Source: an optimization exercise on an open RTL-to-GDS flow (aim: small area and a short achievable clock period). Production flows keep margins and buffers that such runs may drop.
The clock input has no modelled driver; a real chip could not lean on it and would need a root buffer or a full tree.
Power is estimated from default activity; no workload was simulated.

==> 01-07: inputs <==
==> flow/design.v <==
module CRD(
    input clock,
    input reset,
    input [4:0] data,
    output reg Z,
    output reg ADD,
    output reg DROP,
    output DROP_w
);
reg [4:0] d1, d2;
reg [4:0] Qp;
wire [4:0] flag = d1 ^ {5{d2[4]}};
wire [4:0] pick = {flag[2] & ~flag[1] & ~flag[0],
                   flag[1] & ~flag[0],
                   flag[0],
                   flag[4] & ~flag[3] & ~flag[2] & ~flag[1] & ~flag[0],
                   flag[3] & ~flag[2] & ~flag[1] & ~flag[0]};
wire sel = (d1 != d2) && (|flag);
wire [4:0] Qc = sel ? pick : Qp;
wire ADD_w = Qp[0] & sel & pick[4];
wire z_pick = (Qp[0] & pick[4]) ^ (|(d1 & pick));
wire z_hold = |(d1 & Qp);
wire z_w = sel ? z_pick : z_hold;
assign DROP_w = Qp[4] & Qc[0];
always @(posedge clock) begin
    if (reset) begin
        d1 <= 5'b0;
        d2 <= 5'b0;
        Qp <= 5'b00001;
        Z <= 1'b0;
        ADD <= 1'b0;
        DROP <= 1'b0;
    end else begin
        d1 <= data;
        d2 <= d1;
        Qp <= Qc;
        Z <= z_w;
        ADD <= ADD_w;
        DROP <= DROP_w;
    end
end
endmodule
module ad_fifo #(parameter N = 41)
(
    input  Clock, Reset,
    input  Z, Add, Drop, DropNext,
    output reg Underflow, Overflow, Data
);
localparam M = N / 2;           
reg [N-1:2] e_q, f_q;           
reg [N-1:1] d_q;
reg a1, z1;                     
reg [N-1:0] h;                  
reg T;                          
reg go;                         
wire [N-1:0] d = {d_q, Drop};
wire [N-1:0] e = {e_q, a1 | (Add & d_q[1]), Add};
wire [N-1:0] f = {f_q, d_q[1] ? Z : z1, ~Drop & Z};
wire [N-1:0] hs = (h & ~d) | ({1'b0, h[N-1:1]} & {1'b0, d[N-1:1]});
wire sh = ~Reset & (T | ~go);
wire st = ~Reset & go & ~T;
wire [N-1:0] h_n = ({N{sh}} & {h[N-2:0], 1'b0}) | ({N{st}} & hs) |
                   {{(N-1){1'b0}}, Reset};
wire T_n = go & ~T & (|(h & e));
wire data_n = T ? ~Data & ~Overflow : go & (|(h & f));
wire under_n = go & ~T & hs[0] & ~Add & DropNext;
wire over_n = ~T & h[N-1] & e[N-1] & ~d[N-1];
always @(posedge Clock) begin
    e_q <= e[N-2:1];
    f_q <= f[N-2:1];
    a1 <= Add;
    z1 <= Z;
    d_q <= {d_q[N-2:1], Drop};
    h <= h_n;
    if (Reset) begin
        T <= 1'b0;
        go <= 1'b0;
        Data <= 1'b0;
        Underflow <= 1'b0;
        Overflow <= 1'b0;
    end else begin
        T <= T_n;
        go <= go | h[M-1];
        Data <= data_n;
        Underflow <= under_n;
        Overflow <= over_n;
    end
end
endmodule
module dr_core
(
    input        clock_480,
    input        reset,
    input  [4:0] data_in,
    output       data_out,
    output       underflow,
    output       overflow
);
wire z_crd, add_crd, drop_crd, drop_next;
CRD crd(
    .clock(clock_480),
    .reset(reset),
    .data(data_in),
    .Z(z_crd),
    .ADD(add_crd),
    .DROP(drop_crd),
    .DROP_w(drop_next)
);
ad_fifo #(.N(41)) fifo
(
    .Clock(clock_480),
    .Reset(reset),
    .Z(z_crd),
    .Add(add_crd),
    .Drop(drop_crd),
    .DropNext(drop_next),
    .Underflow(underflow),
    .Overflow(overflow),
    .Data(data_out)
);
endmodule
==> flow/flow/run.sh <==
#!/bin/bash
# The standard layout, except that the clock tree is built by
# flow/clock_tree.tcl (a two-level tree of inverters) instead of ORFS's CTS.
# Each tool's output goes to a log of its own in this folder.
set -euo pipefail
bash standard.sh place > standard_place.log 2>&1
bash standard.sh run "RUN_SCRIPT=$PWD/flow/clock_tree.tcl" RUN_LOG_NAME_STEM=4_1_cts > clock_tree.log 2>&1
bash standard.sh finish > standard_finish.log 2>&1
==> flow/flow/clock_tree.tcl <==
# Clock tree step in place of ORFS's CTS: a two-level tree of inverters.
# The flip-flops are split into eight groups of equal count by location
# (by x, then y, then x); each group is driven by an inv_12 in its middle,
# and each pair of neighbouring groups' inverters by an inv_8 that the clock
# port drives. Two inversions keep every flip-flop on the rising edge.
# The rest of the step is ORFS's cts.tcl: timing repair and legalisation.
utl::set_metrics_stage "cts__{}"
source $::env(SCRIPTS_DIR)/load.tcl
erase_non_stage_variables cts
load_design 3_place.odb 3_place.sdc

set block [ord::get_db_block]
set db [ord::get_db]
set clk_port [get_name [lindex [get_property [lindex [all_clocks] 0] sources] 0]]
set clk_net [[$block findBTerm $clk_port] getNet]

proc loc_x { it } { return [lindex [[$it getInst] getLocation] 0] }
proc loc_y { it } { return [lindex [[$it getInst] getLocation] 1] }
proc by_x { a b } { return [expr {[loc_x $a] - [loc_x $b]}] }
proc by_y { a b } { return [expr {[loc_y $a] - [loc_y $b]}] }

# split the sinks into 8 groups of equal count by recursive bisection,
# alternately by x and by y
proc bisect { items depth } {
  if { $depth == 0 } { return [list $items] }
  if { $depth % 2 } {
    set items [lsort -command by_x $items]
  } else {
    set items [lsort -command by_y $items]
  }
  set m [expr {[llength $items] / 2}]
  return [concat [bisect [lrange $items 0 [expr {$m - 1}]] [expr {$depth - 1}]] \
                 [bisect [lrange $items $m end] [expr {$depth - 1}]]]
}
set groups [bisect [$clk_net getITerms] 3]

# the clock port drives four inverters, one per pair of neighbouring groups;
# each drives one inverter per group, which drives the group's flip-flops
set m_trunk [$db findMaster sky130_fd_sc_hd__inv_8]
set m_leaf [$db findMaster sky130_fd_sc_hd__inv_12]
proc centre { pts } {
  set sx 0
  set sy 0
  foreach p $pts {
    set sx [expr {$sx + [lindex $p 0]}]
    set sy [expr {$sy + [lindex $p 1]}]
  }
  set n [llength $pts]
  return [list [expr {$sx / $n}] [expr {$sy / $n}]]
}
proc add_cell { master name in_net out_net xy } {
  set block [ord::get_db_block]
  set inst [odb::dbInst_create $block $master $name]
  [$inst findITerm A] connect $in_net
  [$inst findITerm Y] connect $out_net
  $inst setLocation [lindex $xy 0] [lindex $xy 1]
  $inst setPlacementStatus PLACED
  return $inst
}
for {set t 0} {$t < 4} {incr t} {
  set trunk [odb::dbNet_create $block "clknet_t${t}_$clk_port"]
  $trunk setSigType CLOCK
  set leaf_xy {}
  foreach k [list [expr {2 * $t}] [expr {2 * $t + 1}]] {
    set g [lindex $groups $k]
    set pts {}
    foreach it $g { lappend pts [list [loc_x $it] [loc_y $it]] }
    set xy [centre $pts]
    lappend leaf_xy $xy
    set leaf [odb::dbNet_create $block "clknet_l${k}_$clk_port"]
    $leaf setSigType CLOCK
    foreach it $g {
      $it disconnect
      $it connect $leaf
    }
    add_cell $m_leaf "clkinv_l${k}_$clk_port" $trunk $leaf $xy
    puts "clock leaf $k: [llength $g] sinks at $xy"
  }
  add_cell $m_trunk "clkinv_t${t}_$clk_port" $clk_net $trunk [centre $leaf_xy]
}
global_connect
set_propagated_clock [all_clocks]

set_placement_padding -global \
  -left $::env(CELL_PAD_IN_SITES_DETAIL_PLACEMENT) \
  -right $::env(CELL_PAD_IN_SITES_DETAIL_PLACEMENT)
detailed_placement
estimate_parasitics -placement
report_clock_skew
report_clock_latency

if { !$::env(SKIP_CTS_REPAIR_TIMING) } {
  repair_timing_helper
  detailed_placement
  check_placement -verbose
}

report_metrics 4 "cts final"
orfs_write_db $::env(RESULTS_DIR)/4_1_cts.odb
orfs_write_sdc $::env(RESULTS_DIR)/4_cts.sdc
==> flow/standard.sh <==
#!/bin/bash
# synth_recipe.tcl (not shown) runs the flow's synth.tcl, then flattens the netlist and writes it again
# the make line also repeats each setting of config.mk as NAME=value (left out here)
make -C /OpenROAD-flow-scripts/flow DESIGN_CONFIG=/design/flow/config.mk WORK_HOME=/design/flow/orfs CLKGATE_MAP_FILE= SYNTH_SCRIPT=/design/flow/synth_recipe.tcl "${@:-finish}"
==> flow/config.mk <==
export PLATFORM = sky130hd
export DESIGN_NAME = dr_core
export DESIGN_NICKNAME = dr_core
export VERILOG_FILES = /design/flow/design.v
export SDC_FILE = /design/flow/constraint.sdc
export NUM_CORES = 4
export LEC_CHECK = 0
export CAP_MARGIN = 20
export CORE_MARGIN = 2
export CORE_UTILIZATION = 60
export PLACE_DENSITY = 0.75
export SETUP_SLACK_MARGIN = 1.85
export SLEW_MARGIN = 20
==> flow/constraint.sdc <==
create_clock -name core_clock -period 3.3 [get_ports {clock_480}]
set_input_delay 0.6600 -clock core_clock [delete_from_list [all_inputs] [get_ports {clock_480}]]
set_output_delay 0.6600 -clock core_clock [all_outputs]
set_load 0.01 [all_outputs]
==> 12-04 (differences from 01-07) <==
--- a/flow/design.v
+++ b/flow/design.v
@@ -58,8 +58,5 @@
 wire [N-1:0] f = {f_q, d_q[1] ? Z : z1, ~Drop & Z};
 wire [N-1:0] hs = (h & ~d) | ({1'b0, h[N-1:1]} & {1'b0, d[N-1:1]});
-wire sh = ~Reset & (T | ~go);
-wire st = ~Reset & go & ~T;
-wire [N-1:0] h_n = ({N{sh}} & {h[N-2:0], 1'b0}) | ({N{st}} & hs) |
-                   {{(N-1){1'b0}}, Reset};
+wire [N-1:0] h_n = (T | ~go) ? {h[N-2:0], 1'b0} : hs;
 wire T_n = go & ~T & (|(h & e));
 wire data_n = T ? ~Data & ~Overflow : go & (|(h & f));
@@ -72,6 +69,6 @@
     z1 <= Z;
     d_q <= {d_q[N-2:1], Drop};
-    h <= h_n;
     if (Reset) begin
+        h <= {{(N-1){1'b0}}, 1'b1};
         T <= 1'b0;
         go <= 1'b0;
@@ -80,4 +77,5 @@
         Overflow <= 1'b0;
     end else begin
+        h <= h_n;
         T <= T_n;
         go <= go | h[M-1];
==> flow/flow/run.sh (replaced) <==
#!/bin/bash
# The standard layout, with clock tree synthesis told not to add dummy load
# cells for balancing (they are cell area that drives nothing) and to use a
# stronger buffer at the root of the tree.
set -euo pipefail
CTS="-sink_clustering_enable -repair_clock_nets -buf_list sky130_fd_sc_hd__clkbuf_8 -root_buf sky130_fd_sc_hd__clkbuf_16 -dont_use_dummy_load"
bash standard.sh finish "CTS_ARGS=$CTS" > standard.log 2>&1
ABC_AREA = 1   (was default)
CTS_BUF_LIST = sky130_fd_sc_hd__clkbuf_8   (was default)
SETUP_SLACK_MARGIN = 1.75   (was 1.85)
removed: flow/flow/clock_tree.tcl
==> 03-25 (differences from 01-07) <==
--- a/flow/design.v
+++ b/flow/design.v
@@ -18,8 +18,5 @@
 wire sel = (d1 != d2) && (|flag);
 wire [4:0] Qc = sel ? pick : Qp;
-wire ADD_w = Qp[0] & sel & pick[4];
-wire z_pick = (Qp[0] & pick[4]) ^ (|(d1 & pick));
-wire z_hold = |(d1 & Qp);
-wire z_w = sel ? z_pick : z_hold;
+wire ADD_w = Qp[0] & Qc[4];
 assign DROP_w = Qp[4] & Qc[0];
 always @(posedge clock) begin
@@ -35,5 +32,5 @@
         d2 <= d1;
         Qp <= Qc;
-        Z <= z_w;
+        Z <= ADD_w ^ (|(d1 & Qc));
         ADD <= ADD_w;
         DROP <= DROP_w;
ABC_AREA = 1   (was default)
CTS_BUF_LIST = sky130_fd_sc_hd__clkbuf_8   (was default)
SETUP_SLACK_MARGIN = 2.0   (was 1.85)
==> qor summary <==
item                                                                     12-04           03-25           01-07
Outcome                                                         finished clean  finished clean  finished clean
Shortest period the worst path allows                                  1490 ps         1660 ps         1590 ps
Number of multi-input combinational cells in the layout                    354             369             247
Layout net count                                                           658             674             535
Setup slack after layout                                               1810 ps         1640 ps         1710 ps
Worst clock skew                                                       23.2 ps         5.08 ps         7.37 ps
Area share of the leading cell type in the synthesized netlist           0.639           0.656           0.664
Switching fraction of total power                                        0.236           0.265           0.283
Internal power consumption                                             2.99 mW         2.68 mW         2.74 mW
Delay contributed by the slowest stage of the critical path             330 ps          380 ps          550 ps
Length of routed met3 wiring                                            456 um          800 um          735 um
Number of fill cells in the layout                                         755             646             646
Final period utilization                                                 0.451           0.502           0.483
Number of distinct library cells after synthesis                            26              25              41
Die W                                                                   102 um          101 um          100 um
Proportion of cell area occupied by registers                            0.585           0.543           0.586
Power drawn by the sequential cells                                    2.52 mW         2.53 mW         2.55 mW
Clock Latency Late Sink                                                 370 ps          120 ps          120 ps
Global routing met2 resource utilization                                 0.389           0.435           0.383
Cell Area, Placed                                                 0.00597 mm^2    0.00585 mm^2    0.00571 mm^2
Count of instances resized after the clock tree is built                    22              88              86
Share of the yosys chip area belonging to registers                      0.639           0.656           0.664
Function was not checked in any run of this note: the RTL went through the layout flow alone. In 01-07 and 03-25 the design's own scripts or RTL, not TritonCTS, make the clock network.

-- re-timing with driven ports --
In the flow no input, the clock included, has a driving cell. The finished layouts below were timed again as built, in two steps.
Step 1, drivers: a clkbuf_16 drives clock_480 and a buf_2 each remaining input, both assumed.
Step 2 moves the port delays by t, midway between the first and last clock arrival at a register: inputs arrive t later, outputs are due t later. That takes back most of the time a late clock gives input paths.
Slacks: no drivers / after step 1 / after step 2; pairs: no drivers / after step 1.
run	shift t [ns]	slack for setup (ns)	slew at the worst register clock pin (ns)	worst data-port slew with drivers (ns)
01-07	0.246	1.707 / 1.707 / 1.707	0.08 / 0.08	0.03
12-04	0.398	1.810 / 1.772 / 1.542	0.09 / 0.09	0.03
03-25	0.246	1.644 / 1.644 / 1.519	0.08 / 0.08	0.04
After both steps every run listed still meets setup and hold. For 12-04, which loses most, drivers alone change the setup slack by -0.038 ns; drivers and shift together by -0.268 ns.
